From an optimization exercise on the open Yosys and OpenROAD flow, aimed at small area, a short achievable clock period and few clock cycles; shortcuts taken in it are not production practice.
In this exercise RTL edits were held to simulation tests only and were not proved equivalent to the original.
Power is estimated from default activity; no workload was simulated.

===== flow/config.mk =====
export PLATFORM = sky130hd
export DESIGN_NAME = convolution
export DESIGN_NICKNAME = convolution
export VERILOG_FILES = /design/flow/design.v
export SDC_FILE = /design/flow/constraint.sdc
export NUM_CORES = 4
export LEC_CHECK = 0
export ABC_CLOCK_PERIOD_IN_PS = 2500
export CAP_MARGIN = 20
export CORE_MARGIN = 2
export CORE_UTILIZATION = 55
export CTS_BUF_LIST = sky130_fd_sc_hd__clkbuf_8
export PLACE_DENSITY = 0.7
export SETUP_SLACK_MARGIN = 3.0
export SLEW_MARGIN = 20

===== flow/flow/run.sh =====
#!/bin/bash
# Own flow: the standard layout, with small buffers on the ports and a lighter clock tree.
export BUFFER_PORTS_ARGS="-buffer_cell sky130_fd_sc_hd__buf_1"
export CTS_ARGS="-sink_clustering_enable -repair_clock_nets -buf_list sky130_fd_sc_hd__clkbuf_8 -dont_use_dummy_load"
bash standard.sh finish > standard.log 2>&1

===== flow/design.v =====
module convolution
(
output [4:0] memX_addr,
input      [7:0] dataX,
output [4:0] memY_addr,
input      [7:0] dataY,
input start,
output [15:0] dataZ,
output [5:0] memZ_addr,
output writeZ,
input      [4:0] sizeX,
input      [4:0] sizeY,
input            shape,
output busy,
output done,
input clk,
input rst_n
);
   reg        done_r;     
   reg        act;        
   reg        on;         
   reg        l1, l2, l3, wz;
   reg        f1, f2, f3;
   reg [4:0]  j, i;
   reg        dir, fst;
   reg [7:0]  xr, yr;
   reg [15:0] ps, pc;
   wire [15:0] ms, mc;
   reg [15:0] acc;
   reg [5:0]  zaddr;
   reg [4:0] lo_t, him1_t;
   reg       empty_t;
   always @(*) begin
      case (sizeX)
         5'd1: lo_t = 5'd29;
         5'd2: lo_t = 5'd29;
         5'd3: lo_t = 5'd30;
         5'd4: lo_t = 5'd30;
         5'd5: lo_t = 5'd31;
         5'd6: lo_t = 5'd31;
         5'd7: lo_t = 5'd0;
         5'd8: lo_t = 5'd0;
         5'd9: lo_t = 5'd1;
         5'd10: lo_t = 5'd1;
         5'd11: lo_t = 5'd2;
         5'd12: lo_t = 5'd2;
         5'd13: lo_t = 5'd3;
         5'd14: lo_t = 5'd3;
         5'd15: lo_t = 5'd4;
         5'd16: lo_t = 5'd4;
         5'd17: lo_t = 5'd5;
         5'd18: lo_t = 5'd5;
         5'd19: lo_t = 5'd6;
         5'd20: lo_t = 5'd6;
         5'd21: lo_t = 5'd7;
         5'd22: lo_t = 5'd7;
         5'd23: lo_t = 5'd8;
         5'd24: lo_t = 5'd8;
         5'd25: lo_t = 5'd9;
         5'd26: lo_t = 5'd9;
         5'd27: lo_t = 5'd10;
         5'd28: lo_t = 5'd10;
         5'd29: lo_t = 5'd11;
         5'd30: lo_t = 5'd11;
         5'd31: lo_t = 5'd12;
         5'd0: lo_t = 5'd0;
         default: lo_t = 5'd0;
      endcase
      case (sizeX)
         5'd1: him1_t = 5'd30;
         5'd2: him1_t = 5'd31;
         5'd3: him1_t = 5'd1;
         5'd4: him1_t = 5'd2;
         5'd5: him1_t = 5'd4;
         5'd6: him1_t = 5'd5;
         5'd7: him1_t = 5'd7;
         5'd8: him1_t = 5'd8;
         5'd9: him1_t = 5'd10;
         5'd10: him1_t = 5'd11;
         5'd11: him1_t = 5'd13;
         5'd12: him1_t = 5'd14;
         5'd13: him1_t = 5'd16;
         5'd14: him1_t = 5'd17;
         5'd15: him1_t = 5'd19;
         5'd16: him1_t = 5'd20;
         5'd17: him1_t = 5'd22;
         5'd18: him1_t = 5'd23;
         5'd19: him1_t = 5'd25;
         5'd20: him1_t = 5'd26;
         5'd21: him1_t = 5'd28;
         5'd22: him1_t = 5'd29;
         5'd23: him1_t = 5'd31;
         5'd24: him1_t = 5'd0;
         5'd25: him1_t = 5'd2;
         5'd26: him1_t = 5'd3;
         5'd27: him1_t = 5'd5;
         5'd28: him1_t = 5'd6;
         5'd29: him1_t = 5'd8;
         5'd30: him1_t = 5'd9;
         5'd31: him1_t = 5'd11;
         5'd0: him1_t = 5'd0;
         default: him1_t = 5'd0;
      endcase
      case (sizeX)
         5'd1: empty_t = 1'b0;
         5'd2: empty_t = 1'b1;
         5'd3: empty_t = 1'b1;
         5'd4: empty_t = 1'b1;
         5'd5: empty_t = 1'b1;
         5'd6: empty_t = 1'b1;
         5'd7: empty_t = 1'b0;
         5'd8: empty_t = 1'b0;
         5'd9: empty_t = 1'b0;
         5'd10: empty_t = 1'b0;
         5'd11: empty_t = 1'b0;
         5'd12: empty_t = 1'b0;
         5'd13: empty_t = 1'b0;
         5'd14: empty_t = 1'b0;
         5'd15: empty_t = 1'b0;
         5'd16: empty_t = 1'b0;
         5'd17: empty_t = 1'b0;
         5'd18: empty_t = 1'b0;
         5'd19: empty_t = 1'b0;
         5'd20: empty_t = 1'b0;
         5'd21: empty_t = 1'b0;
         5'd22: empty_t = 1'b0;
         5'd23: empty_t = 1'b1;
         5'd24: empty_t = 1'b1;
         5'd25: empty_t = 1'b1;
         5'd26: empty_t = 1'b1;
         5'd27: empty_t = 1'b1;
         5'd28: empty_t = 1'b1;
         5'd29: empty_t = 1'b1;
         5'd30: empty_t = 1'b1;
         5'd31: empty_t = 1'b1;
         5'd0: empty_t = 1'b1;
         default: empty_t = 1'b1;
      endcase
   end
   wire [4:0] jp = j + 5'd1;
   wire [4:0] jm = j - 5'd1;
   wire [4:0] ip = i + 5'd1;
   wire [4:0] im = i - 5'd1;
   wire [4:0] lo    = lo_t;
   wire [4:0] him1  = him1_t;
   wire       empty = empty_t;
   wire at_lo = (zaddr == {1'b0, lo});
   wire fin_w = ~done_r & wz & shape & (zaddr == {1'b0, him1});    
   wire j_top = (jp == sizeX);
   wire i_top = (ip == sizeY);
   wire j_bot = (j == 5'd0);
   wire i_bot = (i == 5'd0);
   wire lastK = dir ? (j_bot | i_top) : (j_top | i_bot);
   wire corner = j_top & i_top;
   wire adv  = on ? lastK : 1'b1;
   wire rsel = on ? dir : 1'b1;
   wire jdec = ~adv & dir;
   wire jinc = (~adv & ~dir) | (adv & (rsel ? i_top : ~j_top));
   wire idec = ~adv & ~dir;
   wire iinc = (~adv & dir) | (adv & (rsel ? ~i_top : j_top));
   wire [15:0] accg = f3 ? 16'd0 : acc;
   wire [15:0] as   = accg ^ ps ^ pc;
   wire [15:0] ac   = (accg & ps) | (accg & pc) | (ps & pc);
   always @(posedge clk or negedge rst_n) begin
      if (!rst_n) begin
         done_r <= 1'b1;
         act    <= 1'b0;
         on     <= 1'b0;
         l1 <= 1'b0; l2 <= 1'b0; l3 <= 1'b0;
         wz <= 1'b0;
      end else begin
         if (done_r) begin
            if (start) begin
               done_r <= 1'b0;
               act    <= 1'b1;
               on     <= ~shape;
            end
         end else if (fin_w) begin
            done_r <= 1'b1;
            act    <= 1'b0;
            on     <= 1'b0;
         end else if (act & ~on) begin
            if (empty | (corner & ~at_lo)) begin
               act    <= 1'b0;
               done_r <= 1'b1;
            end else if (at_lo) begin
               on <= 1'b1;
            end
         end else if (act) begin
            if (corner) begin
               act <= 1'b0;
               on  <= 1'b0;
            end
         end else if (wz & ~l3 & ~l2 & ~l1) begin
            done_r <= 1'b1;
         end
         l1 <= on & lastK & ~fin_w;
         l2 <= l1 & ~fin_w;
         l3 <= l2 & ~fin_w;
         wz <= l3 & ~fin_w;
      end
   end
   always @(posedge clk) begin
      if (done_r) begin
         j     <= 5'd0;
         i     <= 5'd0;
         dir   <= 1'b0;
         fst   <= 1'b1;
         zaddr <= 6'd0;
      end else begin
         if (act & ~(~on & at_lo)) begin
            j <= jdec ? jm : (jinc ? jp : j);
            i <= idec ? im : (iinc ? ip : i);
            if (adv) dir <= on & ~dir;
            fst <= adv;
         end
         if (wz | (act & ~on & ~at_lo)) zaddr <= zaddr + 6'd1;
      end
      f1 <= fst; f2 <= f1; f3 <= f2;
      xr  <= dataX;
      yr  <= dataY;
      ps  <= ms;
      pc  <= mc;
      acc <= as + {ac[14:0], 1'b0};
   end
   wire m_pp0_0 = xr[0] & yr[0];
   wire m_pp0_1 = xr[0] & yr[1];
   wire m_pp0_2 = xr[0] & yr[2];
   wire m_pp0_3 = xr[0] & yr[3];
   wire m_pp0_4 = xr[0] & yr[4];
   wire m_pp0_5 = xr[0] & yr[5];
   wire m_pp0_6 = xr[0] & yr[6];
   wire m_pp0_7 = xr[0] & yr[7];
   wire m_pp1_0 = xr[1] & yr[0];
   wire m_pp1_1 = xr[1] & yr[1];
   wire m_pp1_2 = xr[1] & yr[2];
   wire m_pp1_3 = xr[1] & yr[3];
   wire m_pp1_4 = xr[1] & yr[4];
   wire m_pp1_5 = xr[1] & yr[5];
   wire m_pp1_6 = xr[1] & yr[6];
   wire m_pp1_7 = xr[1] & yr[7];
   wire m_pp2_0 = xr[2] & yr[0];
   wire m_pp2_1 = xr[2] & yr[1];
   wire m_pp2_2 = xr[2] & yr[2];
   wire m_pp2_3 = xr[2] & yr[3];
   wire m_pp2_4 = xr[2] & yr[4];
   wire m_pp2_5 = xr[2] & yr[5];
   wire m_pp2_6 = xr[2] & yr[6];
   wire m_pp2_7 = xr[2] & yr[7];
   wire m_pp3_0 = xr[3] & yr[0];
   wire m_pp3_1 = xr[3] & yr[1];
   wire m_pp3_2 = xr[3] & yr[2];
   wire m_pp3_3 = xr[3] & yr[3];
   wire m_pp3_4 = xr[3] & yr[4];
   wire m_pp3_5 = xr[3] & yr[5];
   wire m_pp3_6 = xr[3] & yr[6];
   wire m_pp3_7 = xr[3] & yr[7];
   wire m_pp4_0 = xr[4] & yr[0];
   wire m_pp4_1 = xr[4] & yr[1];
   wire m_pp4_2 = xr[4] & yr[2];
   wire m_pp4_3 = xr[4] & yr[3];
   wire m_pp4_4 = xr[4] & yr[4];
   wire m_pp4_5 = xr[4] & yr[5];
   wire m_pp4_6 = xr[4] & yr[6];
   wire m_pp4_7 = xr[4] & yr[7];
   wire m_pp5_0 = xr[5] & yr[0];
   wire m_pp5_1 = xr[5] & yr[1];
   wire m_pp5_2 = xr[5] & yr[2];
   wire m_pp5_3 = xr[5] & yr[3];
   wire m_pp5_4 = xr[5] & yr[4];
   wire m_pp5_5 = xr[5] & yr[5];
   wire m_pp5_6 = xr[5] & yr[6];
   wire m_pp5_7 = xr[5] & yr[7];
   wire m_pp6_0 = xr[6] & yr[0];
   wire m_pp6_1 = xr[6] & yr[1];
   wire m_pp6_2 = xr[6] & yr[2];
   wire m_pp6_3 = xr[6] & yr[3];
   wire m_pp6_4 = xr[6] & yr[4];
   wire m_pp6_5 = xr[6] & yr[5];
   wire m_pp6_6 = xr[6] & yr[6];
   wire m_pp6_7 = xr[6] & yr[7];
   wire m_pp7_0 = xr[7] & yr[0];
   wire m_pp7_1 = xr[7] & yr[1];
   wire m_pp7_2 = xr[7] & yr[2];
   wire m_pp7_3 = xr[7] & yr[3];
   wire m_pp7_4 = xr[7] & yr[4];
   wire m_pp7_5 = xr[7] & yr[5];
   wire m_pp7_6 = xr[7] & yr[6];
   wire m_pp7_7 = xr[7] & yr[7];
   wire m_1;
   wire m_2;
   wire m_3;
   wire m_4;
   wire m_5;
   wire m_6;
   wire m_7;
   wire m_8;
   wire m_9;
   wire m_10;
   wire m_11;
   wire m_12;
   wire m_13;
   wire m_14;
   wire m_15;
   wire m_16;
   wire m_17;
   wire m_18;
   wire m_19;
   wire m_20;
   wire m_21;
   wire m_22;
   wire m_23;
   wire m_24;
   wire m_25;
   wire m_26;
   wire m_27;
   wire m_28;
   wire m_29;
   wire m_30;
   wire m_31;
   wire m_32;
   wire m_33;
   wire m_34;
   wire m_35;
   wire m_36;
   wire m_37;
   wire m_38;
   wire m_39;
   wire m_40;
   wire m_41;
   wire m_42;
   wire m_43;
   wire m_44;
   wire m_45;
   wire m_46;
   wire m_47;
   wire m_48;
   wire m_49;
   wire m_50;
   wire m_51;
   wire m_52;
   wire m_53;
   wire m_54;
   wire m_55;
   wire m_56;
   wire m_57;
   wire m_58;
   wire m_59;
   wire m_60;
   wire m_61;
   wire m_62;
   wire m_63;
   wire m_64;
   wire m_65;
   wire m_66;
   wire m_67;
   wire m_68;
   wire m_69;
   wire m_70;
   wire m_71;
   wire m_72;
   wire m_73;
   wire m_74;
   wire m_75;
   wire m_76;
   wire m_77;
   wire m_78;
   wire m_79;
   wire m_80;
   wire m_81;
   wire m_82;
   wire m_83;
   wire m_84;
   assign m_1 = m_pp0_6 ^ m_pp1_5;
   assign m_2 = m_pp0_6 & m_pp1_5;
   assign m_3 = m_pp0_7 ^ m_pp1_6 ^ m_pp2_5;
   assign m_4 = (m_pp0_7 & m_pp1_6) | (m_pp0_7 & m_pp2_5) | (m_pp1_6 & m_pp2_5);
   assign m_5 = m_pp3_4 ^ m_pp4_3;
   assign m_6 = m_pp3_4 & m_pp4_3;
   assign m_7 = m_pp1_7 ^ m_pp2_6 ^ m_pp3_5;
   assign m_8 = (m_pp1_7 & m_pp2_6) | (m_pp1_7 & m_pp3_5) | (m_pp2_6 & m_pp3_5);
   assign m_9 = m_pp4_4 ^ m_pp5_3;
   assign m_10 = m_pp4_4 & m_pp5_3;
   assign m_11 = m_pp2_7 ^ m_pp3_6 ^ m_pp4_5;
   assign m_12 = (m_pp2_7 & m_pp3_6) | (m_pp2_7 & m_pp4_5) | (m_pp3_6 & m_pp4_5);
   assign m_13 = m_pp0_4 ^ m_pp1_3;
   assign m_14 = m_pp0_4 & m_pp1_3;
   assign m_15 = m_pp0_5 ^ m_pp1_4 ^ m_pp2_3;
   assign m_16 = (m_pp0_5 & m_pp1_4) | (m_pp0_5 & m_pp2_3) | (m_pp1_4 & m_pp2_3);
   assign m_17 = m_pp3_2 ^ m_pp4_1;
   assign m_18 = m_pp3_2 & m_pp4_1;
   assign m_19 = m_1 ^ m_pp2_4 ^ m_pp3_3;
   assign m_20 = (m_1 & m_pp2_4) | (m_1 & m_pp3_3) | (m_pp2_4 & m_pp3_3);
   assign m_21 = m_pp4_2 ^ m_pp5_1 ^ m_pp6_0;
   assign m_22 = (m_pp4_2 & m_pp5_1) | (m_pp4_2 & m_pp6_0) | (m_pp5_1 & m_pp6_0);
   assign m_23 = m_2 ^ m_3 ^ m_5;
   assign m_24 = (m_2 & m_3) | (m_2 & m_5) | (m_3 & m_5);
   assign m_25 = m_pp5_2 ^ m_pp6_1 ^ m_pp7_0;
   assign m_26 = (m_pp5_2 & m_pp6_1) | (m_pp5_2 & m_pp7_0) | (m_pp6_1 & m_pp7_0);
   assign m_27 = m_4 ^ m_6 ^ m_7;
   assign m_28 = (m_4 & m_6) | (m_4 & m_7) | (m_6 & m_7);
   assign m_29 = m_9 ^ m_pp6_2 ^ m_pp7_1;
   assign m_30 = (m_9 & m_pp6_2) | (m_9 & m_pp7_1) | (m_pp6_2 & m_pp7_1);
   assign m_31 = m_8 ^ m_10 ^ m_11;
   assign m_32 = (m_8 & m_10) | (m_8 & m_11) | (m_10 & m_11);
   assign m_33 = m_pp5_4 ^ m_pp6_3 ^ m_pp7_2;
   assign m_34 = (m_pp5_4 & m_pp6_3) | (m_pp5_4 & m_pp7_2) | (m_pp6_3 & m_pp7_2);
   assign m_35 = m_12 ^ m_pp3_7 ^ m_pp4_6;
   assign m_36 = (m_12 & m_pp3_7) | (m_12 & m_pp4_6) | (m_pp3_7 & m_pp4_6);
   assign m_37 = m_pp5_5 ^ m_pp6_4 ^ m_pp7_3;
   assign m_38 = (m_pp5_5 & m_pp6_4) | (m_pp5_5 & m_pp7_3) | (m_pp6_4 & m_pp7_3);
   assign m_39 = m_pp4_7 ^ m_pp5_6 ^ m_pp6_5;
   assign m_40 = (m_pp4_7 & m_pp5_6) | (m_pp4_7 & m_pp6_5) | (m_pp5_6 & m_pp6_5);
   assign m_41 = m_pp0_3 ^ m_pp1_2;
   assign m_42 = m_pp0_3 & m_pp1_2;
   assign m_43 = m_13 ^ m_pp2_2 ^ m_pp3_1;
   assign m_44 = (m_13 & m_pp2_2) | (m_13 & m_pp3_1) | (m_pp2_2 & m_pp3_1);
   assign m_45 = m_14 ^ m_15 ^ m_17;
   assign m_46 = (m_14 & m_15) | (m_14 & m_17) | (m_15 & m_17);
   assign m_47 = m_16 ^ m_18 ^ m_19;
   assign m_48 = (m_16 & m_18) | (m_16 & m_19) | (m_18 & m_19);
   assign m_49 = m_20 ^ m_22 ^ m_23;
   assign m_50 = (m_20 & m_22) | (m_20 & m_23) | (m_22 & m_23);
   assign m_51 = m_24 ^ m_26 ^ m_27;
   assign m_52 = (m_24 & m_26) | (m_24 & m_27) | (m_26 & m_27);
   assign m_53 = m_28 ^ m_30 ^ m_31;
   assign m_54 = (m_28 & m_30) | (m_28 & m_31) | (m_30 & m_31);
   assign m_55 = m_32 ^ m_34 ^ m_35;
   assign m_56 = (m_32 & m_34) | (m_32 & m_35) | (m_34 & m_35);
   assign m_57 = m_36 ^ m_38 ^ m_39;
   assign m_58 = (m_36 & m_38) | (m_36 & m_39) | (m_38 & m_39);
   assign m_59 = m_40 ^ m_pp5_7 ^ m_pp6_6;
   assign m_60 = (m_40 & m_pp5_7) | (m_40 & m_pp6_6) | (m_pp5_7 & m_pp6_6);
   assign m_61 = m_pp0_2 ^ m_pp1_1;
   assign m_62 = m_pp0_2 & m_pp1_1;
   assign m_63 = m_41 ^ m_pp2_1 ^ m_pp3_0;
   assign m_64 = (m_41 & m_pp2_1) | (m_41 & m_pp3_0) | (m_pp2_1 & m_pp3_0);
   assign m_65 = m_42 ^ m_43 ^ m_pp4_0;
   assign m_66 = (m_42 & m_43) | (m_42 & m_pp4_0) | (m_43 & m_pp4_0);
   assign m_67 = m_44 ^ m_45 ^ m_pp5_0;
   assign m_68 = (m_44 & m_45) | (m_44 & m_pp5_0) | (m_45 & m_pp5_0);
   assign m_69 = m_46 ^ m_47 ^ m_21;
   assign m_70 = (m_46 & m_47) | (m_46 & m_21) | (m_47 & m_21);
   assign m_71 = m_48 ^ m_49 ^ m_25;
   assign m_72 = (m_48 & m_49) | (m_48 & m_25) | (m_49 & m_25);
   assign m_73 = m_50 ^ m_51 ^ m_29;
   assign m_74 = (m_50 & m_51) | (m_50 & m_29) | (m_51 & m_29);
   assign m_75 = m_52 ^ m_53 ^ m_33;
   assign m_76 = (m_52 & m_53) | (m_52 & m_33) | (m_53 & m_33);
   assign m_77 = m_54 ^ m_55 ^ m_37;
   assign m_78 = (m_54 & m_55) | (m_54 & m_37) | (m_55 & m_37);
   assign m_79 = m_56 ^ m_57 ^ m_pp7_4;
   assign m_80 = (m_56 & m_57) | (m_56 & m_pp7_4) | (m_57 & m_pp7_4);
   assign m_81 = m_58 ^ m_59 ^ m_pp7_5;
   assign m_82 = (m_58 & m_59) | (m_58 & m_pp7_5) | (m_59 & m_pp7_5);
   assign m_83 = m_60 ^ m_pp6_7 ^ m_pp7_6;
   assign m_84 = (m_60 & m_pp6_7) | (m_60 & m_pp7_6) | (m_pp6_7 & m_pp7_6);
   assign ms = {1'b0, m_84, m_82, m_80, m_78, m_76, m_74, m_72, m_70, m_68, m_66, m_64, m_62, m_61, m_pp0_1, m_pp0_0};
   assign mc = {1'b0, m_pp7_7, m_83, m_81, m_79, m_77, m_75, m_73, m_71, m_69, m_67, m_65, m_63, m_pp2_0, m_pp1_0, 1'b0};
   assign memX_addr = j;
   assign memY_addr = i;
   assign memZ_addr = zaddr;
   assign dataZ     = acc;
   assign writeZ    = wz;
   assign done      = done_r;
   assign busy      = ~done_r;
endmodule

===== flow/constraint.sdc =====
create_clock -name core_clock -period 6.0 [get_ports {clk}]
set_input_delay 1.2000 -clock core_clock [delete_from_list [all_inputs] [get_ports {clk}]]
set_output_delay 1.2000 -clock core_clock [all_outputs]
set_load 0.01 [all_outputs]

===== flow/standard.sh =====
#!/bin/bash
# synth_recipe.tcl (not shown) runs the flow's synth.tcl, then flattens the netlist and writes it again
# the make line also repeats each setting of config.mk as NAME=value (left out here)
make -C /OpenROAD-flow-scripts/flow DESIGN_CONFIG=/design/flow/config.mk WORK_HOME=/design/flow/orfs CLKGATE_MAP_FILE= SYNTH_SCRIPT=/design/flow/synth_recipe.tcl "${@:-finish}"

==> impl_metrics.tcl, run 1 <==
set metrics [dict create \
    avgSynthCellArea_um2 9.57 \
    portBuffers 64 \
    numCtsBuffers 9 \
    critPathTopFamily "compound AO/OA/AOI/OAI gates" \
    synth_top_area_share_pct 29.0 \
    synth_fa_ha_area_share_pct 24.5 \
    area_delta_synth_final_pct 12.3 \
    synth-edff-count 0 \
    syn_inst 592 \
    cts.htree.levels 3 \
    syn_area_um2 5660 \
    multiInputGateArea_um2 3620 \
    grt_pass1_vias 4226 \
    first_pass_iters 5 \
    crit_buf_inv 2 \
    wl_um 11100 \
    synth_top_family_by_area "adder cells" \
    synth_compound_area_share_pct 10.9 \
    yosysTopAreaCell "dfxtp_1" \
    cp-end-kind "flop" \
    finalPower_mw 2.64 \
    ys_seq_area_share_pct 32.1 \
    antenna_found_initial 0 \
    synth-xor-area-share_pct 5.72 \
    dieArea_um2 11100 \
    fin_nets 774 \
    yosysWarnings 1 \
    min_period_over_period_pct 49.7 \
    cts_buffer_depth 2 \
    setup_tns_ns 0 \
    synthFlopType "dfxtp_1" \
    hp-class "reg -> reg" \
    die_h_um 105 \
    hold_buffers 0 \
    vias 4174 \
    drtAntennaViolNets 0 \
    gp_congestion 0.860 \
    drt_drc_violations_left 0 \
    worstSetupStartpointType "input pin" \
    grt_usage_pct 21.8 \
    clockRootBuffer "clkbuf_8" \
    met1_usage_pct 26.8 \
    fillCellCount 861 \
    maxSlewHeadroom_pct 46.1 \
    grt_max_degree 26 \
    top_usage_layer "met2" \
    vdd_drop_max_mv 0.231 \
    setup_viol 0 \
    leakage_nw 2.82 \
    clkTransAtPathRegs_ns 0.08 \
    cp.required_ns 6.29 \
    slowest_stage "a221o_2" \
    synth_commonest_cells "dfxtp_1, inv_1, fa_1" \
    core-area_um2 10100 \
    met2_usage_pct 38.1 \
    synthMostInstantiatedCell "dfxtp_1" \
    crit_arrival_ns 3.27 \
    path_cells "buf_8, inv_12, ha_4, or2b_1, and3_1, a211o_1, a41o_4, a221o_2, or3_4, a21oi_2" \
    maxSlewViolCount 0 \
    insertion_delay_ns 0.36 \
    synth.distinct_cells 63 \
    fin_worst_skew_ns 0.0173 \
    final_hold_viol_count 0 \
    dp_hpwl_um 8500 \
    synthTopCellsByArea "dfxtp_1, fa_1, ha_1, inv_1, and2_1" \
    power_density_nw_per_um2 416 \
    setup.worst_path.class "in -> reg" \
    status "complete, no violations" \
    fp-row-count 37 \
    viasPerCell 5.24 \
    regArea_um2 1820 \
    synthMuxAreaShare_pct 1.68 \
    ys_seq_elements 89 \
    grt_overflow_total 0 \
    cp_max_fo 8 \
    cts.sinks 89 \
    rsz0062_at_grt "true" \
    wl_per_cell_um 13.9 \
    grt_pass1_wl_um 19500 \
    fmax_mhz 335 \
    initial_utilization_pct 55.9 \
    synth-simple-area-share_pct 19.0 \
    grt_use_met3_pct 4.02 \
    die_x_um 105 \
    tightest_slew_ns 0.797 \
    antennaDiodeCount 0 \
    first_iter_violations 121 \
    drv_cap 0 \
    cts_tree "done" \
    io_pins 65 \
    post-route-min-period_ns 2.98 \
    slowest_delay_ns 0.37 \
    synth_nets 703 \
    drive_above_1_share_pct 8.17 \
    synthArstFlopShare_pct 7.87 \
]
routing by layer:
layer / wire, um / part of all wire (%)
met5: 0 / 0
met3: 315 / 2.8
met4: 170 / 1.5
met1: 4880 / 44
met2: 5710 / 52
per-stage QoR:
step | cell area [um^2] | cells | setup WS, ns | utilization [%] | hold slack [ns]
2_1_floorplan | 5720 | 592 | 2.88 | - | 0.310
3_3_place_gp | 6070 | 780 | 2.31 | 59.9 | 0.313
3_5_place_dp | 6070 | 780 | 2.25 | 59.9 | 0.314
4_1_cts | 6270 | 795 | 3.02 | 61.9 | 0.321
5_1_grt | 6360 | 797 | 2.98 | 62.7 | 0.329
6_report | 6360 | 797 | 3.02 | 62.7 | 0.317
worst paths after layout:
| kind | start | endpoint | slack [ns] | cells past startpoint |
|---|---|---|---|---|
| setup reg to reg | f3 | acc[14] | 3.16 | 11 |
| hold / removal | f2 | f3 | 0.32 | 0 |
| hold reg to reg | f2 | f3 | 0.32 | 0 |
| max in group asynchronous | rst_n | done_r | 4.94 | 1 |
| min in group asynchronous | rst_n | l1 | 0.73 | 1 |
| setup / recovery | sizeX[1] | j[4] | 3.02 | 10 |
placed cells by master (no fill, tap or decap), drive strengths merged, types with 4 or more instances in the layout:
cell type  count
nand2b        11
inv           77
or3            9
xor2          12
o21ai         23
nor2          28
mux2           4
a21o           7
fa            50
ha            31
xnor2         25
a211oi         6
nand2         38
nor3           9
dfrtp          6
and2          47
nor2b         18
and3           4
a21oi         23
a31oi          4
nand3         14
buf           70
dfxtp         82
clkbuf        10
mux2i          5
registers in the layout (all words and copies together) (netlist names), 5 cells and up:
signal and flops:
acc 16, i 5, j 5, pc 14, ps 15, xr 8, yr 8, zaddr 6
power breakdown:
group	internal (mW)	leakage, nW	switching [mW]
Clock	0.134	0.0647	0.183
Combinational	0.638	1.99	0.739
Sequential	0.776	0.771	0.174
cell type report:
| type | instances | area share, % |
|---|---|---|
| multi-input cells | 415 | 56.9 |
| clock buffers | 9 | 1.95 |
| inverters | 77 | 4.78 |
| well taps | 136 | 2.68 |
| repair buffers | 71 | 5.02 |
| flip-flops and latches | 89 | 28.7 |
kinds of logic after synthesis:
| family | Yosys count |
|---|---|
| AO/OA/AOI/OAI | 89 |
| XOR/XNOR | 37 |
| adder cells (fa/ha/maj) | 81 |
| buffers and inverters | 89 |
| flip-flops | 89 |
| multiplexers | 9 |
| AND/OR/NAND/NOR | 198 |
timing repair:
item                       in CTS  in global routing
pin swaps                       4                  6
resized for setup              12                 18
setup endpoints to repair      23                 18
gates cloned                    1                  0
setup buffers                   5                  2
Testbench counts, summed over its fixed seeds: cycles 40,586.
==> run 2, diff against run 1 <==
--- a/flow/design.v
+++ b/flow/design.v
@@ -21,6 +21,7 @@
    reg        on;         
    reg        l1, l2, l3, wz;
    reg        f1, f2, f3;
+   reg [4:0]  lo;
    reg [4:0]  j, i;
    reg        dir, fst;
    reg [7:0]  xr, yr;
@@ -141,7 +142,6 @@
    wire [4:0] jm = j - 5'd1;
    wire [4:0] ip = i + 5'd1;
    wire [4:0] im = i - 5'd1;
-   wire [4:0] lo    = lo_t;
    wire [4:0] him1  = him1_t;
    wire       empty = empty_t;
    wire at_lo = (zaddr == {1'b0, lo});
@@ -216,6 +216,7 @@
          end
          if (wz | (act & ~on & ~at_lo)) zaddr <= zaddr + 6'd1;
       end
+      lo <= lo_t;
       f1 <= fst; f2 <= f1; f3 <= f2;
       xr  <= dataX;
       yr  <= dataY;
--- a/flow/config.mk
+++ b/flow/config.mk
@@ -11,5 +11,5 @@
 export CORE_UTILIZATION = 55
 export CTS_BUF_LIST = sky130_fd_sc_hd__clkbuf_8
 export PLACE_DENSITY = 0.7
-export SETUP_SLACK_MARGIN = 3.0
+export SETUP_SLACK_MARGIN = 3.4
 export SLEW_MARGIN = 20
==> impl_metrics.tcl, run 2 <==
set metrics [dict create \
    drive_above_1_share_pct 18.4 \
    synthMostInstantiatedCell "inv_1" \
    hp-start "f2" \
    grt_overflow_total 0 \
    reg.largest.list "acc (16), ps (15), pc (14)" \
    setup_tns_ns 0 \
    fp-row-count 37 \
    cp-end-kind "flop" \
    hold_slack_ns 0.340 \
    synth.distinct_cells 58 \
    gp_congestion 0.903 \
    timing.rr.end "pc[9]" \
    critPathTopFamily "adder cells" \
    fmax_mhz 374 \
    slowest_stage "fa_1" \
    path_cells "and2_4, fa_1, fa_1, inv_1, fa_1, inv_2, fa_2" \
    final_cell_mix "inv_1, dfxtp_1, buf_1, and2_1, fa_1" \
    cpMostUsedCell "fa_1" \
    dieArea_um2 11400 \
    antennaDiodeCount 0 \
    maxSlewHeadroom_pct 68.5 \
    r2r_start "yr[5]" \
    crit_buf_inv 2 \
    insertion_delay_ns 0.36 \
    status "complete, no violations" \
    synth_nets 718 \
    met1_usage_pct 31.6 \
    synthFlopType "dfxtp_1" \
    final_hold_viol_count 0 \
    yosysTopAreaCell "dfxtp_1" \
    reg2reg_depth 7 \
    fin_worst_skew_ns 0.0235 \
    grt_use_met3_pct 3.28 \
    fin_nets 814 \
    largest_reg_flops 16 \
    rsz0062_at_grt "true" \
    cts_buffer_depth 2 \
    viasPerCell 5.29 \
    area_delta_synth_final_pct 21.4 \
    hp-class "reg -> reg" \
    grt_pass1_vias 4349 \
    top_usage_layer "met2" \
    drt_drc_violations_left 0 \
    clkTransAtPathRegs_ns 0.08 \
    top_register "acc" \
    slowest_delay_ns 0.51 \
    cp_max_fo 4 \
    synthTopCellsByArea "dfxtp_1, fa_1, ha_1, and2_1, inv_1" \
    reg2reg_slack_ns 3.32 \
    wl_um 12400 \
    io_pins 65 \
    setup.worst_path.class "reg -> reg" \
    ys_seq_area_share_pct 33.1 \
    synth-edff-count 0 \
    min_period_over_period_pct 44.6 \
    cp.required_ns 6.29 \
    post-route-min-period_ns 2.68 \
    core-area_um2 10300 \
    die_h_um 107 \
    initial_utilization_pct 56.3 \
    hold_depth 0 \
    met2_usage_pct 36.9 \
    wl_per_cell_um 14.8 \
    yosysWarnings 1 \
    synth_top_area_share_pct 30.1 \
    maxSlewViolCount 0 \
    dp_hpwl_um 8880 \
    synth_commonest_cells "inv_1, dfxtp_1, and2_1" \
    syn_inst 606 \
    cts.htree.levels 3 \
    syn_area_um2 5790 \
    worstSetupStartpointType "flop" \
    setup_viol 0 \
    hold_buffers 0 \
    grt_pass1_wl_um 20400 \
    ys_seq_elements 94 \
    crit_arrival_ns 2.96 \
    avgSynthCellArea_um2 9.55 \
    first_pass_iters 5 \
    grt_usage_pct 22.9 \
    antenna_found_initial 0 \
    vdd_drop_max_mv 0.206 \
    final_common_cell "inv_1" \
    die_x_um 107 \
    vias 4420 \
    power_density_nw_per_um2 414 \
    first_iter_violations 226 \
    portBuffers 64 \
    cts.sinks 94 \
    leakage_nw 3.16 \
    cts_tree "done" \
    hold_path_end "f3" \
    clockRootBuffer "clkbuf_8" \
    drtAntennaViolNets 0 \
    synthArstFlopShare_pct 7.45 \
    grt_max_degree 17 \
    numCtsBuffers 9 \
    tightest_slew_ns 0.472 \
    fillCellCount 843 \
    drv_cap 0 \
]
## run 2: cell count changes in the layout (fill, tap and decap cells not counted), sizes merged, moves of 3 or more
cell | previous run | this run
nand2 | 38 | 30
o211ai | 1 | 4
buf | 70 | 90
nand2b | 11 | 18
and2 | 47 | 56
inv | 77 | 92
xor2 | 12 | 16
or3 | 9 | 5
nor2b | 18 | 11
dfxtp | 82 | 87
nor2 | 28 | 35
## run 2: where the power goes
part           switching (mW)  internal [mW]
combinational           0.853          0.772
clock                   0.190          0.135
sequential              0.155          0.806
total                    1.20           1.71
## run 2: worst max path at each step
stage / end / slack, ns / depth (start not counted) / from
5_1_grt: pc[9] / 3.22 / 7 / yr[5]
3_3_place_gp: i[3] / 2.80 / 8 / sizeX[4]
3_5_place_dp: i[3] / 2.71 / 8 / sizeX[3]
6_report: pc[9] / 3.32 / 7 / yr[5]
4_1_cts: i[3] / 3.30 / 8 / sizeX[3]
2_1_floorplan: i[3] / 3.22 / 8 / sizeX[3]
## run 2: kinds of logic after synthesis
group                    Yosys count  synth area share (%)
adder cells (fa/ha/maj)           82                  24.2
flip-flops                        94                  33.1
AO/OA/AOI/OAI                     86                  10.4
buffers and inverters            100                  6.53
AND/OR/NAND/NOR                  195                  18.2
XOR/XNOR                          42                  6.35
multiplexers                       7                  1.25
## run 2: layer usage
layer	wire length [um]	up-vias
li1	-	2142
met1	5610	2138
met2	6020	120
met3	528	20
met4	250	0
met5	0	-
## run 2: layout make-up
| cell class | count | area [um^2] | area share, % |
|---|---|---|---|
| multi-input combinational | 412 | 3920 | 55.7 |
| sequential | 94 | 1960 | 27.8 |
| timing repair buffer | 93 | 518 | 7.37 |
| inverter | 92 | 345 | 4.91 |
| tap | 136 | 170 | 2.42 |
| clock buffer | 9 | 124 | 1.76 |
## run 2: repair_timing
item                                    in CTS  in global routing
pin swaps                                    9                 24
endpoints found under the setup margin      33                 30
gates resized for setup                     45                 54
buffers inserted                            13                 16
hold endpoints to repair                     0                  0
## run 2: per-stage QoR
stage / cells / setup WS (ns) / total power [mW] / instance area (um^2) / util, %
after global routing: 836 / 3.22 / 3.14 / 7030 / 68.4
after CTS: 820 / 3.30 / 2.75 / 6680 / 65.0
final: 836 / 3.32 / 2.91 / 7030 / 68.4
after detailed placement: 798 / 2.71 / 2.25 / 6270 / 61.0
after global placement: 798 / 2.80 / 2.21 / 6270 / 61.0
after floorplan: 606 / 3.22 / 1.95 / 5910 / -
## run 2: worst reg2reg max path: stages (launching register included)
cell and delay [ns]:
dfxtp_4 0.36, and2_4 0.16, fa_1 0.49, fa_1 0.51, inv_1 0.05, fa_1 0.49, inv_2 0.05, fa_2 0.51
Testbench counts of run 2, summed over its fixed seeds: cycles 40,586.
==> run 3, diff against run 2 <==
--- a/flow/config.mk
+++ b/flow/config.mk
@@ -11,5 +11,5 @@
 export CORE_UTILIZATION = 55
 export CTS_BUF_LIST = sky130_fd_sc_hd__clkbuf_8
 export PLACE_DENSITY = 0.7
-export SETUP_SLACK_MARGIN = 3.4
+export SETUP_SLACK_MARGIN = 3.2
 export SLEW_MARGIN = 20
==> impl_metrics.tcl, run 3 <==
set metrics [dict create \
    rsz0062_at_grt "false" \
    first_iter_violations 175 \
    tightest_slew_ns 0.473 \
    post-route-min-period_ns 2.74 \
    power_density_nw_per_um2 409 \
    grt_pass1_vias 4215 \
    core-area_um2 10300 \
    synthMostInstantiatedCell "inv_1" \
    leakage_nw 2.93 \
    clkTransAtPathRegs_ns 0.08 \
    maxSlewViolCount 0 \
    power.share.switching_pct 41.2 \
    wl_per_cell_um 14.2 \
    hold_buffers 0 \
    synth_commonest_cells "inv_1, dfxtp_1, and2_1" \
    clockPowerShare_pct 12.4 \
    yosysTopAreaCell "dfxtp_1" \
    cts_tree "done" \
    setup.worst_path.class "reg -> reg" \
    vdd_drop_max_mv 0.187 \
    clockRootBuffer "clkbuf_8" \
    insertion_delay_ns 0.35 \
    finalNonFillerCells 817 \
    drtAntennaViolNets 0 \
    cts.htree.levels 3 \
    grt_overflow_total 0 \
    fillCellCount 872 \
    final_common_cell "inv_1" \
    drv_cap 0 \
    synthFlopType "dfxtp_1" \
    setup_tns_ns 0 \
    grt_pass1_wl_um 19300 \
    synth-edff-count 0 \
    final_hold_viol_count 0 \
    antenna_found_initial 0 \
    die_x_um 107 \
    grt_usage_pct 21.1 \
    portBuffers 64 \
    ys_seq_elements 94 \
    avgSynthCellArea_um2 9.55 \
    cts_buffer_depth 2 \
    antennaDiodeCount 0 \
    largest_reg_flops 16 \
    fin_nets 795 \
    viasPerCell 5.18 \
    dp_hpwl_um 8740 \
    dieArea_um2 11400 \
    synth_nets 718 \
    final_cell_mix "inv_1, dfxtp_1, buf_1, and2_1, fa_1" \
    fin_worst_skew_ns 0.0177 \
    top_register "acc" \
    status "complete, no violations" \
    wl_um 11600 \
    crit_arrival_ns 3.02 \
    cp.required_ns 6.28 \
    worstSetupStartpointType "flop" \
    ys_seq_area_share_pct 33.1 \
    vias 4229 \
    fmax_mhz 364 \
    grt_max_degree 25 \
    pwr-share-seq_pct 36.0 \
    cts.sinks 94 \
    synthTopCellsByArea "dfxtp_1, fa_1, ha_1, and2_1, inv_1" \
    setup_viol 0 \
    gp_congestion 0.904 \
    switchingPower_mw 1.10 \
    area_delta_synth_final_pct 13.3 \
    drive_above_1_share_pct 10.6 \
    synthArstFlopShare_pct 7.45 \
    maxSlewHeadroom_pct 68.1 \
    reg.largest.list "acc (16), ps (15), pc (14)" \
    syn_inst 606 \
    synth_top_area_share_pct 30.1 \
    p_int_mw 1.58 \
    dp_cells 798 \
    pwr-share-comb_pct 51.6 \
    syn_area_um2 5790 \
    cp-end-kind "flop" \
    numCtsBuffers 9 \
    cp_max_fo 7 \
    yosysWarnings 1 \
    synth.distinct_cells 58 \
    hp-class "reg -> reg" \
    fp-row-count 37 \
    first_pass_iters 4 \
    die_h_um 107 \
    drt_drc_violations_left 0 \
    final_util_pct 63.8 \
    initial_utilization_pct 56.3 \
    finalPower_mw 2.68 \
    io_pins 65 \
    min_period_over_period_pct 45.7 \
]
## run 3: cell count changes in the layout (fill, tap and decap cells not counted), sizes merged
cell | before | now
clkbuf | 12 | 9
buf | 90 | 74
## run 3: cell families after synthesis
group / share of synthesized area [%]
xor gates and xnor gates: 6.35
buffers and inverters: 6.53
and+or+nand+nor: 18.2
DFF: 33.1
AOI/OAI and AO/OA: 10.4
adders and majority gates: 24.2
muxes: 1.25
## run 3: critical path, stage by stage, from the launching register on
cell      delay (ns)
dfxtp_4         0.38
buf_2           0.16
nand2b_1        0.17
fa_1            0.49
inv_1           0.07
ha_4            0.30
nand2_1         0.08
or4b_4          0.50
nand3_2         0.09
a31o_2          0.16
a21o_1          0.12
xor2_1          0.16
## run 3: layout make-up
type | count | area, um^2 | share of cell area, %
multi-input cells | 412 | 3660 | 55.8
flip-flops and latches | 94 | 1940 | 29.6
inverters | 92 | 345 | 5.27
repair buffers | 74 | 322 | 4.90
well taps | 136 | 170 | 2.59
clock buffers | 9 | 124 | 1.89
## run 3: metrics by stage
| stage | setup WS [ns] | instance area [um^2] | hold WS [ns] |
|---|---|---|---|
| 2_1_floorplan | 3.13 | 5820 | 0.310 |
| 3_3_place_gp | 2.73 | 6190 | 0.311 |
| 4_1_cts | 3.18 | 6380 | 0.332 |
| 3_5_place_dp | 2.59 | 6190 | 0.315 |
| 6_report | 3.26 | 6560 | 0.332 |
| 5_1_grt | 3.15 | 6560 | 0.335 |
## run 3: repair_timing
| item | 4_1_cts | 5_1_grt |
|---|---|---|
| hold endpoints to repair | 0 | 0 |
| setup buffers | 2 | 8 |
| pin swaps | 2 | 11 |
| endpoints found under the setup margin | 20 | 27 |
| resized for setup | 13 | 35 |
## run 3: routing by layer
metal  vias to the layer above  global-route usage [%]  part of all wire [%]
met5                         -                       0                     0
met4                         0                    6.96                   1.3
met3                        14                    3.77                   4.0
met2                       111                    32.3                    46
met1                      2015                    30.4                    49
li1                       2089                       -                     -
## run 3: path summary, 6_finish.rpt
path,from,endpoint,slack [ns],cells after the start
max,f3,acc[14],3.26,11
max in group asynchronous,rst_n,done_r,4.97,1
min in group asynchronous,rst_n,wz,0.73,1
max reg2reg,f3,acc[14],3.26,11
min,f2,f3,0.33,0
min reg2reg,f2,f3,0.33,0
## run 3: power groups by stage
stage          Clock, mW  Sequential [mW]  Combinational (mW)
2_1_floorplan          0            0.954               0.944
3_3_place_gp           0            0.969                1.18
3_5_place_dp           0            0.980                1.22
4_1_cts            0.342            0.968                1.27
5_1_grt            0.365            0.991                1.55
6_report           0.332            0.965                1.38
==> run 4, diff against run 3 <==
--- a/flow/config.mk
+++ b/flow/config.mk
@@ -11,5 +11,5 @@
 export CORE_UTILIZATION = 55
 export CTS_BUF_LIST = sky130_fd_sc_hd__clkbuf_8
 export PLACE_DENSITY = 0.7
-export SETUP_SLACK_MARGIN = 3.2
+export SETUP_SLACK_MARGIN = 3.1
 export SLEW_MARGIN = 20
==> impl_metrics.tcl, run 4 <==
set metrics [dict create \
    syn_area_um2 5790 \
    fp-row-count 37 \
    cts_tree "done" \
    ys_seq_area_share_pct 33.1 \
    cp_max_fo 7 \
    first_pass_iters 6 \
    reg.largest.list "acc (16), ps (15), pc (14)" \
    ys_seq_elements 94 \
    avgSynthCellArea_um2 9.55 \
    leakage_nw 2.91 \
    maxSlewHeadroom_pct 58.9 \
    tightest_slew_ns 0.611 \
    final_cell_mix "inv_1, dfxtp_1, buf_1, and2_1, fa_1" \
    crit_arrival_ns 3.10 \
    wl_per_cell_um 13.8 \
    rsz0062_at_grt "true" \
    dp_hpwl_um 8670 \
    core-area_um2 10300 \
    die_x_um 107 \
    antenna_found_initial 0 \
    top_register "acc" \
    dieArea_um2 11400 \
    synth-edff-count 0 \
    viasPerCell 5.22 \
    synthFlopType "dfxtp_1" \
    synth_top_area_share_pct 30.1 \
    drive_above_1_share_pct 7.95 \
    synth.distinct_cells 58 \
    regArea_um2 1930 \
    min_period_over_period_pct 47.3 \
    synthArstFlopShare_pct 7.45 \
    gp_congestion 0.966 \
    vias 4258 \
    drt_drc_violations_left 0 \
    setup_tns_ns 0 \
    yosysWarnings 1 \
    maxSlewViolCount 0 \
    cp-end-kind "flop" \
    post-route-min-period_ns 2.84 \
    fin_nets 793 \
    antennaDiodeCount 0 \
    numCtsBuffers 9 \
    grt_usage_pct 21.4 \
    final_common_cell "inv_1" \
    hp-start "f2" \
    cts_buffer_depth 2 \
    initial_utilization_pct 56.3 \
    clkTransAtPathRegs_ns 0.08 \
    multiInputGateArea_um2 3600 \
    drv_cap 0 \
    grt_max_degree 25 \
    finalPower_mw 2.65 \
    largest_reg_flops 16 \
    setup.worst_path.class "reg -> reg" \
    cp.required_ns 6.26 \
    vdd_drop_max_mv 0.164 \
    clockRootBuffer "clkbuf_8" \
    cts.sinks 94 \
    fmax_mhz 352 \
    io_pins 65 \
    worstSetupStartpointType "flop" \
    power_density_nw_per_um2 409 \
    synthTopCellsByArea "dfxtp_1, fa_1, ha_1, and2_1, inv_1" \
    first_iter_violations 233 \
    hp-class "reg -> reg" \
    final_hold_viol_count 0 \
    fin_worst_skew_ns 0.0183 \
    syn_inst 606 \
    grt_pass1_wl_um 19500 \
    setup_viol 0 \
    drtAntennaViolNets 0 \
    synth_nets 718 \
    insertion_delay_ns 0.35 \
    grt_pass1_vias 4256 \
    fillCellCount 919 \
    grt_overflow_total 0 \
    portBuffers 64 \
    die_h_um 107 \
    area_delta_synth_final_pct 11.8 \
    r2r_start "f3" \
    wl_um 11300 \
    cts.htree.levels 3 \
    yosysTopAreaCell "dfxtp_1" \
    synthMostInstantiatedCell "inv_1" \
    status "complete, no violations" \
    synth_commonest_cells "inv_1, dfxtp_1, and2_1" \
    startpoint "f3" \
]
[run 4: worst max-delay path, cell delays in order, from the launching register on]
cell and delay [ns]:
dfxtp_4 0.38, buf_4 0.14, buf_4 0.14, nor2b_1 0.20
fa_1 0.45, ha_1 0.35, a21oi_1 0.19, or3b_2 0.48
o21ai_2 0.19, nor2_1 0.07, a211oi_1 0.17
[run 4: cell families (layout without fill, tap and decap cells)]
logic type	after synthesis	after routing	share of synthesized area, %
mux	7	7	1.25
flops	94	94	33.1
buf+inv	100	173	6.53
compound gates	86	86	10.4
xor+xnor	42	42	6.35
fa+ha+maj	82	82	24.2
simple gates	195	195	18.2
[run 4: final timing paths]
check | cells after the start | slack [ns] | end
min | 0 | 0.33 | f3
max in group asynchronous | 1 | 4.94 | done_r
max | 10 | 3.16 | acc[15]
min in group asynchronous | 1 | 0.74 | wz
min reg2reg | 0 | 0.33 | f3
max reg2reg | 10 | 3.16 | acc[15]
[run 4: per-layer routing]
layer	vias up	part of all wire, %	global-route usage [%]
met5	-	0	0
met4	0	2.0	8.44
met3	18	4.3	2.80
met2	114	45	33.6
met1	2033	49	30.2
li1	2093	-	-
[run 4: final cells by class]
class	count	area share [%]
inverter	92	5.34
sequential	94	29.8
clock buffer	9	1.91
timing repair buffer	72	4.70
tap	136	2.63
multi-input combinational	412	55.7
[run 4: metrics by stage]
| step | setup WS [ns] | hold slack [ns] | instance area, um^2 | util [%] | instances |
|---|---|---|---|---|---|
| 2_1_floorplan | 3.10 | 0.310 | 5790 | - | 606 |
| 3_3_place_gp | 2.68 | 0.312 | 6170 | 60.0 | 798 |
| 3_5_place_dp | 2.58 | 0.312 | 6170 | 60.0 | 798 |
| 4_1_cts | 3.11 | 0.328 | 6320 | 61.5 | 809 |
| 5_1_grt | 3.05 | 0.334 | 6470 | 63.0 | 815 |
| 6_report | 3.16 | 0.328 | 6470 | 63.0 | 815 |
[run 4: where the power goes]
part | total, mW | internal [mW] | switching [mW]
clock network | 0.323 | 0.135 | 0.188
registers | 0.967 | 0.808 | 0.159
logic | 1.36 | 0.625 | 0.730
total | 2.65 | 1.57 | 1.08
[run 4: repair_timing]
item	in CTS	in global routing
pin swaps	0	4
hold buffers	0	0
buffers inserted	2	6
resized for setup	7	20
setup endpoints to repair	6	14
==> run 5, diff against run 4 <==
--- a/flow/config.mk
+++ b/flow/config.mk
@@ -11,5 +11,5 @@
 export CORE_UTILIZATION = 55
 export CTS_BUF_LIST = sky130_fd_sc_hd__clkbuf_8
 export PLACE_DENSITY = 0.7
-export SETUP_SLACK_MARGIN = 3.1
+export SETUP_SLACK_MARGIN = 3.0
 export SLEW_MARGIN = 20
==> impl_metrics.tcl, run 5 <==
set metrics [dict create \
    hp-start "f2" \
    final_common_cell "inv_1" \
    pwr-share-seq_pct 38.1 \
    hp-class "reg -> reg" \
    vdd_drop_max_mv 0.164 \
    initial_utilization_pct 56.3 \
    die_x_um 107 \
    hold_path_end "f3" \
    largest_reg_flops 16 \
    cpMostUsedCell "nand3_1" \
    first_iter_violations 218 \
    insertion_delay_ns 0.35 \
    gp_congestion 0.966 \
    worstSetupStartpointType "flop" \
    cts_tree "done" \
    fin_nets 787 \
    slowest_stage "or4b_2" \
    synthArstFlopShare_pct 7.45 \
    setup_tns_ns 0 \
    ys_seq_area_share_pct 33.1 \
    io_pins 65 \
    grt_pass1_wl_um 19400 \
    final_util_pct 61.6 \
    cp-end-kind "flop" \
    top_register "acc" \
    syn_area_um2 5790 \
    yosysWarnings 1 \
    maxSlewViolCount 0 \
    core-area_um2 10300 \
    maxSlewHeadroom_pct 60.9 \
    ys_seq_elements 94 \
    avgSynthCellArea_um2 9.55 \
    pwr-share-comb_pct 49.1 \
    cts.htree.levels 3 \
    area_delta_synth_final_pct 9.27 \
    synth_commonest_cells "inv_1, dfxtp_1, and2_1" \
    regArea_um2 1920 \
    setup.worst_path.class "reg -> reg" \
    grt_usage_pct 21.3 \
    switchingPower_mw 1.03 \
    cts.sinks 94 \
    hold_depth 0 \
    p_int_mw 1.49 \
    setup_viol 0 \
    numCtsBuffers 9 \
    power_density_nw_per_um2 398 \
    crit_buf_inv 1 \
    final_hold_viol_count 0 \
    first_pass_iters 5 \
    clockRootBuffer "clkbuf_8" \
    fp-row-count 37 \
    synth.distinct_cells 58 \
    r2r_start "f3" \
    leakage_nw 2.85 \
    cp.required_ns 6.28 \
    drtAntennaViolNets 0 \
    tightest_slew_ns 0.582 \
    fmax_mhz 346 \
    clkTransAtPathRegs_ns 0.08 \
    reg2reg_slack_ns 3.11 \
    hold_buffers 0 \
    synthFlopType "dfxtp_1" \
    crit_arrival_ns 3.17 \
    rsz0062_at_grt "false" \
    viasPerCell 5.20 \
    reg2reg_depth 10 \
    dp_hpwl_um 8670 \
    antenna_found_initial 0 \
    clockPowerShare_pct 12.8 \
    cp_max_fo 9 \
    drv_cap 0 \
    post-route-min-period_ns 2.89 \
    fillCellCount 929 \
    drt_drc_violations_left 0 \
    die_h_um 107 \
    finalPower_mw 2.52 \
    grt_overflow_total 0 \
    path_cells "nand2b_1, fa_1, inv_1, ha_1, nand3_1, or4b_2, nand3_1, a31o_2, a21o_1, xor2_1" \
    synth-edff-count 0 \
    synth_nets 718 \
    yosysTopAreaCell "dfxtp_1" \
    portBuffers 64 \
    slowest_delay_ns 0.69 \
    timing.rr.end "acc[14]" \
    synthTopCellsByArea "dfxtp_1, fa_1, ha_1, and2_1, inv_1" \
    synthMostInstantiatedCell "inv_1" \
    grt_pass1_vias 4230 \
    antennaDiodeCount 0 \
    grt_max_degree 25 \
    final_cell_mix "inv_1, dfxtp_1, buf_1, and2_1, fa_1" \
    reg.largest.list "acc (16), ps (15), pc (14)" \
    wl_um 11000 \
    min_period_over_period_pct 48.2 \
    synth_top_area_share_pct 30.1 \
    syn_inst 606 \
    multiInputGateArea_um2 3510 \
    fin_worst_skew_ns 0.0175 \
    vias 4209 \
    power.share.switching_pct 41.0 \
    drive_above_1_share_pct 5.35 \
    status "complete, no violations" \
    cts_buffer_depth 2 \
    critPathTopFamily "simple AND/OR/NAND/NOR gates" \
    wl_per_cell_um 13.6 \
    dieArea_um2 11400 \
]
==> run 5: cell counts after synthesis <==
Identical to the previous run, type by type.
==> run 5: area by class of cell <==
cell class	instances	share of cell area [%]
Timing Repair Buffer	66	4.05
Inverter	92	5.46
Sequential cell	94	30.4
Tap cell	136	2.69
Multi-Input combinational cell	412	55.5
Clock buffer	9	1.96
==> run 5: cells by family after synthesis <==
family | after synthesis | synth area share [%]
simple gates | 195 | 18.2
xor+xnor | 42 | 6.35
fa+ha+maj | 82 | 24.2
buf+inv | 100 | 6.53
flops | 94 | 33.1
mux | 7 | 1.25
compound gates | 86 | 10.4
==> run 5: worst register-to-register path, cell delays in order, from the launching register on <==
cell and delay, ns:
dfxtp_4 0.38, nand2b_1 0.18, fa_1 0.49, inv_1 0.04, ha_1 0.35, nand3_1 0.13
or4b_2 0.70, nand3_1 0.13, a31o_2 0.17, a21o_1 0.13, xor2_1 0.13
==> run 5: power by group through the flow <==
stage               Combinational [mW]  Sequential [mW]  Clock, mW
floorplan                        0.930            0.952          0
global placement                  1.17            0.968          0
detailed placement                1.21            0.980          0
CTS                               1.22            0.966      0.335
global route                      1.41            0.988      0.356
finish                            1.24            0.960      0.323
==> run 5: layer usage <==
metal / vias up / share of wire [%] / GRT usage (%)
met5: - / 0 / 0
met3: 18 / 4.0 / 2.80
met4: 0 / 2.1 / 8.44
li1: 2082 / - / -
met1: 2000 / 49 / 30.1
met2: 109 / 45 / 33.3
==> run 5: what timing repair did <==
| action | 4_1_cts | 5_1_grt |
|---|---|---|
| buffers inserted | 0 | 2 |
| gates resized for setup | 3 | 6 |
| setup endpoints to repair | 4 | 7 |
==> run 5: through the flow <==
step | worst slack [ns] | hold WS (ns) | area [um^2] | std cells
floorplan | 3.10 | 0.310 | 5790 | 606
global placement | 2.68 | 0.312 | 6170 | 798
detailed placement | 2.58 | 0.312 | 6170 | 798
CTS | 3.00 | 0.329 | 6290 | 807
global route | 3.01 | 0.334 | 6330 | 809
finish | 3.11 | 0.328 | 6330 | 809
==> run 5: worst max path at each step <==
stage / from / end / cells after the start
final: f3 / acc[14] / 10
after global routing: f3 / acc[15] / 10
after CTS: f3 / acc[15] / 10
after detailed placement: sizeX[3] / i[3] / 8
after global placement: sizeX[3] / i[3] / 8
after floorplan: sizeX[3] / i[3] / 8
==> run 6, diff against run 5 <==
--- a/flow/config.mk
+++ b/flow/config.mk
@@ -11,5 +11,5 @@
 export CORE_UTILIZATION = 55
 export CTS_BUF_LIST = sky130_fd_sc_hd__clkbuf_8
 export PLACE_DENSITY = 0.7
-export SETUP_SLACK_MARGIN = 3.0
+export SETUP_SLACK_MARGIN = 3.3
 export SLEW_MARGIN = 20
==> impl_metrics.tcl, run 6 <==
set metrics [dict create \
    final_common_cell "inv_1" \
    dp_cells 798 \
    yosysWarnings 1 \
    critPathCapture "acc[14]" \
    cts_tree "done" \
    power_density_nw_per_um2 409 \
    tightest_slew_ns 0.514 \
    io_pins 65 \
    portBuffers 64 \
    cts_buffer_depth 2 \
    setup_tns_ns 0 \
    drv_cap 0 \
    first_iter_violations 293 \
    fin_worst_skew_ns 0.0173 \
    area_delta_synth_final_pct 15.4 \
    numCtsBuffers 9 \
    hp-start "f1" \
    avgSynthCellArea_um2 9.55 \
    wl_um 11800 \
    antennaDiodeCount 0 \
    grt_usage_pct 21.7 \
    fmax_mhz 375 \
    reg2reg_depth 10 \
    synth-simple-area-share_pct 18.2 \
    grt_max_degree 25 \
    yosysTopAreaCell "dfxtp_1" \
    drtAntennaViolNets 0 \
    final_area_um2 6680 \
    synth.distinct_cells 58 \
    clkTransAtPathRegs_ns 0.08 \
    syn_inst 606 \
    grt_overflow_total 0 \
    maxSlewHeadroom_pct 65.7 \
    top_register "acc" \
    largest_reg_flops 16 \
    initial_utilization_pct 56.3 \
    synth_nets 718 \
    finalPower_mw 2.73 \
    synthMuxAreaShare_pct 1.25 \
    r2r_start "f3" \
    leakage_nw 2.99 \
    gp_congestion 0.909 \
    hold_slack_ns 0.326 \
    first_pass_iters 5 \
    antenna_found_initial 0 \
    fin_nets 801 \
    ys_seq_elements 94 \
    drive_above_1_share_pct 11.6 \
    syn_area_um2 5790 \
    fp-row-count 37 \
    reg.largest.list "acc (16), ps (15), pc (14)" \
    synth_top_family_by_area "adder cells" \
    worstSetupStartpointType "flop" \
    synth-xor-area-share_pct 6.35 \
    cp.required_ns 6.29 \
    grt_pass1_vias 4191 \
    synth_top_area_share_pct 30.1 \
    final_util_pct 65.0 \
    ys_seq_area_share_pct 33.1 \
    status "complete, no violations" \
    drt_drc_violations_left 0 \
    vdd_drop_max_mv 0.218 \
    synthFlopType "dfxtp_1" \
    crit_arrival_ns 2.96 \
    die_x_um 107 \
    cts.htree.levels 3 \
    hp-class "reg -> reg" \
    wl_per_cell_um 14.4 \
    synth_fa_ha_area_share_pct 24.2 \
    synthMostInstantiatedCell "inv_1" \
    cts.sinks 94 \
    synth-edff-count 0 \
    die_h_um 107 \
    cp_max_fo 12 \
    vias 4287 \
    rsz0062_at_grt "true" \
    maxSlewViolCount 0 \
    placedInstanceArea_um2 6240 \
    finalNonFillerCells 823 \
    dp_hpwl_um 8790 \
    synth_commonest_cells "inv_1, dfxtp_1, and2_1" \
    post-route-min-period_ns 2.67 \
    hold_buffers 0 \
    timing.rr.end "acc[14]" \
    core-area_um2 10300 \
    fillCellCount 861 \
    synth_compound_area_share_pct 10.4 \
    setup_viol 0 \
    layout_setup_ws_ns 3.33 \
    min_period_over_period_pct 44.5 \
    cp-end-kind "flop" \
    synthTopCellsByArea "dfxtp_1, fa_1, ha_1, and2_1, inv_1" \
    pre_cts_slack_ns 2.68 \
    viasPerCell 5.21 \
    synthArstFlopShare_pct 7.45 \
    insertion_delay_ns 0.36 \
    regArea_um2 1950 \
    multiInputGateArea_um2 3720 \
    final_hold_viol_count 0 \
    final_cell_mix "inv_1, dfxtp_1, buf_1, and2_1, fa_1" \
    setup.worst_path.class "reg -> reg" \
    clockRootBuffer "clkbuf_8" \
    dieArea_um2 11400 \
    grt_pass1_wl_um 19600 \
    reg2reg_slack_ns 3.33 \
    startpoint "f3" \
]
## run 6: per-layer routing
layer / track usage [%] / wire, um
met5: 0 / 0
met3: 2.98 / 665
met4: 9.28 / 274
met1: 31.0 / 5540
met2: 33.2 / 5330
## run 6: worst min path at each step
stage / to / slack, ns / depth (start not counted)
floorplan: f2 / 0.31 / 0
global placement: f3 / 0.31 / 0
detailed placement: f3 / 0.32 / 0
CTS: f2 / 0.33 / 0
global route: f3 / 0.33 / 0
finish: f2 / 0.33 / 0
## run 6: worst max-delay path: stages (launching register included)
cell and delay, ns:
dfxtp_4 0.39, nand2b_1 0.19, fa_1 0.49, inv_1 0.06, ha_4 0.30, nand3_2 0.11
or4b_4 0.55, nand3_2 0.09, a31o_2 0.15, a21o_1 0.13, xor2_1 0.14
## run 6: final cells by class
type	instances	area share, %
repair buffers	79	5.51
multi-input cells	413	55.7
flip-flops and latches	94	29.2
inverters	92	5.17
well taps	136	2.55
clock buffers	9	1.85
## run 6: cell families after synthesis
family,count (synthesis)
mux,7
simple gates,195
flops,94
compound gates,86
buf+inv,100
fa+ha+maj,82
xor+xnor,42
## run 6: power by group
part / internal, mW / switching [mW] / total [mW]
sequential: 0.806 / 0.146 / 0.952
clock: 0.135 / 0.191 / 0.325
combinational: 0.658 / 0.794 / 1.45
## run 6: timing repair
item	CTS	global route
setup buffers	6	9
gates resized for setup	23	27
setup endpoints to repair	27	31
pin swaps	5	8
gates cloned	0	1
==> run 7, diff against run 6 <==
--- a/flow/design.v
+++ b/flow/design.v
@@ -27,7 +27,8 @@
    reg [7:0]  xr, yr;
    reg [15:0] ps, pc;
    wire [15:0] ms, mc;
-   reg [15:0] acc;
+   reg [7:0]  acc_lo, acc_hi;    
+   reg        cy;                
    reg [5:0]  zaddr;
    reg [4:0] lo_t, him1_t;
    reg       empty_t;
@@ -158,9 +159,12 @@
    wire jinc = (~adv & ~dir) | (adv & (rsel ? i_top : ~j_top));
    wire idec = ~adv & ~dir;
    wire iinc = (~adv & dir) | (adv & (rsel ? ~i_top : j_top));
-   wire [15:0] accg = f3 ? 16'd0 : acc;
+   wire [15:0] accg = f3 ? 16'd0 : {acc_hi, acc_lo};
+   wire        cyg  = ~f3 & cy;
    wire [15:0] as   = accg ^ ps ^ pc;
    wire [15:0] ac   = (accg & ps) | (accg & pc) | (ps & pc);
+   wire [8:0]  sum_lo = {1'b0, as[7:0]} + {1'b0, ac[6:0], 1'b0};
+   wire [7:0]  sum_hi = as[15:8] + ac[14:7] + {7'd0, cyg};
    always @(posedge clk or negedge rst_n) begin
       if (!rst_n) begin
          done_r <= 1'b1;
@@ -222,7 +226,9 @@
       yr  <= dataY;
       ps  <= ms;
       pc  <= mc;
-      acc <= as + {ac[14:0], 1'b0};
+      acc_lo <= sum_lo[7:0];
+      cy     <= sum_lo[8];
+      acc_hi <= sum_hi;
    end
    wire m_pp0_0 = xr[0] & yr[0];
    wire m_pp0_1 = xr[0] & yr[1];
@@ -461,7 +467,7 @@
    assign memX_addr = j;
    assign memY_addr = i;
    assign memZ_addr = zaddr;
-   assign dataZ     = acc;
+   assign dataZ     = {acc_hi + {7'd0, cy}, acc_lo};
    assign writeZ    = wz;
    assign done      = done_r;
    assign busy      = ~done_r;
--- a/flow/config.mk
+++ b/flow/config.mk
@@ -11,5 +11,5 @@
 export CORE_UTILIZATION = 55
 export CTS_BUF_LIST = sky130_fd_sc_hd__clkbuf_8
 export PLACE_DENSITY = 0.7
-export SETUP_SLACK_MARGIN = 3.3
+export SETUP_SLACK_MARGIN = 3.4
 export SLEW_MARGIN = 20
==> impl_metrics.tcl, run 7 <==
set metrics [dict create \
    status "complete, no violations" \
    fin_nets 757 \
    initial_utilization_pct 55.9 \
    insertion_delay_ns 0.35 \
    cts_tree "done" \
    crit_arrival_ns 1.64 \
    maxSlewHeadroom_pct 71.7 \
    setup.worst_path.class "reg -> out" \
    portBuffers 64 \
    avgSynthCellArea_um2 10.2 \
    core-area_um2 10200 \
    antennaDiodeCount 0 \
    wl_um 10900 \
    clockRootBuffer "clkbuf_8" \
    die_h_um 106 \
    setup_viol 0 \
    syn_inst 556 \
    drtAntennaViolNets 0 \
    wl_per_cell_um 14.1 \
    largest_reg_flops 15 \
    fin_worst_skew_ns 0.0193 \
    min_period_over_period_pct 47.4 \
    ys_seq_area_share_pct 34.1 \
    cp.required_ns 4.80 \
    synthMostInstantiatedCell "dfxtp_1" \
    viasPerCell 5.13 \
    numCtsBuffers 9 \
    finalPower_mw 2.62 \
    final_cell_mix "dfxtp_1, buf_1, inv_1, fa_1, and2_1" \
    cp_max_fo 3 \
    fmax_mhz 352 \
    cts.htree.levels 3 \
    reg.largest.list "ps (15), pc (14)" \
    dp_hpwl_um 8070 \
    synth-edff-count 0 \
    dieArea_um2 11200 \
    area_delta_synth_final_pct 18.4 \
    clkTransAtPathRegs_ns 0.09 \
    drv_cap 0 \
    tightest_slew_ns 0.421 \
    first_iter_violations 91 \
    setup_tns_ns 0 \
    synth_commonest_cells "dfxtp_1, inv_1, fa_1" \
    grt_max_degree 18 \
    grt_overflow_total 0 \
    syn_area_um2 5690 \
    antenna_found_initial 0 \
    hp-class "reg -> reg" \
    synth_nets 671 \
    post-route-min-period_ns 2.84 \
    final_common_cell "dfxtp_1" \
    final_hold_viol_count 0 \
    synthFlopType "dfxtp_1" \
    synthArstFlopShare_pct 7.37 \
    first_pass_iters 5 \
    yosysTopAreaCell "dfxtp_1" \
    synth_top_area_share_pct 31.0 \
    fp-row-count 37 \
    die_x_um 106 \
    maxSlewViolCount 0 \
    cts_buffer_depth 2 \
    grt_pass1_wl_um 18400 \
    synth.distinct_cells 58 \
    leakage_nw 2.93 \
    gp_congestion 0.850 \
    grt_usage_pct 20.6 \
    io_pins 65 \
    drt_drc_violations_left 0 \
    top_register "ps" \
    grt_pass1_vias 4082 \
    vias 3980 \
    rsz0062_at_grt "true" \
    yosysWarnings 1 \
    ys_seq_elements 95 \
    vdd_drop_max_mv 0.186 \
    cp-end-kind "output port" \
    power_density_nw_per_um2 389 \
    drive_above_1_share_pct 19.7 \
    synthTopCellsByArea "dfxtp_1, fa_1, ha_1, and2_1, xnor2_1" \
    cts.sinks 95 \
    worstSetupStartpointType "flop" \
]
==> run 7: cells by family after synthesis <==
logic type,count (synthesis),synth area share [%]
multiplexers,7,1.63
buffers and inverters,70,4.95
adder cells (fa/ha/maj),85,25.5
AND/OR/NAND/NOR,172,16.5
flip-flops,95,34.1
AO/OA/AOI/OAI,77,9.50
XOR/XNOR,50,7.83
==> run 7: worst paths after layout <==
kind                             from   endpoint  slack (ns)  depth (start not counted)
max in group asynchronous       rst_n     done_r        4.96                          1
worst min-delay path               f2         f3        0.32                          0
worst min register to register     f2         f3        0.32                          0
worst max register to register  yr[5]      pc[9]        3.31                          7
min in group asynchronous       rst_n         on        0.74                          1
worst max-delay path               cy  dataZ[15]        3.16                          6
==> run 7: stage by stage <==
stage | cell area, um^2 | std cells | worst slack (ns) | utilization [%] | hold WS [ns]
global placement | 6070 | 743 | 2.76 | 59.6 | 0.313
finish | 6740 | 776 | 3.16 | 66.1 | 0.317
floorplan | 5740 | 556 | 3.09 | - | 0.310
global route | 6740 | 776 | 3.09 | 66.1 | 0.327
CTS | 6470 | 766 | 3.15 | 63.5 | 0.309
detailed placement | 6070 | 743 | 2.64 | 59.6 | 0.312
==> run 7: repair_timing <==
item,4_1_cts,5_1_grt
hold buffers,0,0
pin swaps,18,33
resized for setup,60,56
setup endpoints to repair,38,33
setup buffers,14,10
==> run 7: critical path, stage by stage, from the launching register on <==
cell	delay, ns
dfxtp_2	0.36
ha_4	0.16
and3_4	0.18
nand3_2	0.08
or2_4	0.25
xnor2_2	0.12
buf_2	0.13
==> run 7: cell type report <==
class / count / area (um^2)
Tap cell: 136 / 170
Timing Repair Buffer: 88 / 495
Sequential cell: 95 / 1980
Fill cell: 830 / 3450
Clock buffer: 9 / 124
Inverter: 57 / 229
Multi-Input combinational cell: 391 / 3740
==> run 7: where the power goes <==
group          total (mW)  internal [mW]  switching [mW]
logic                1.29          0.624           0.663
clock network       0.319          0.135           0.185
registers            1.01          0.824           0.188
==> run 7: routing by layer <==
metal	global-route usage, %	vias up	part of all wire [%]	routed length (um)
li1	-	1968	-	-
met2	38.7	63	56	6070
met4	8.46	0	1.5	161
met3	2.72	15	2.8	307
met1	23.4	1934	40	4390
met5	0	-	0	0
Testbench counts of run 7, summed over its fixed seeds: cycles 40,586.

Check on run 7: ideal ports give 3.156 ns setup slack; a clkbuf_16 on the clock port and buf_2 on the inputs give 3.122 ns; moving port delays by the midpoint clock arrival (0.379 ns) as well gives 2.954 ns.
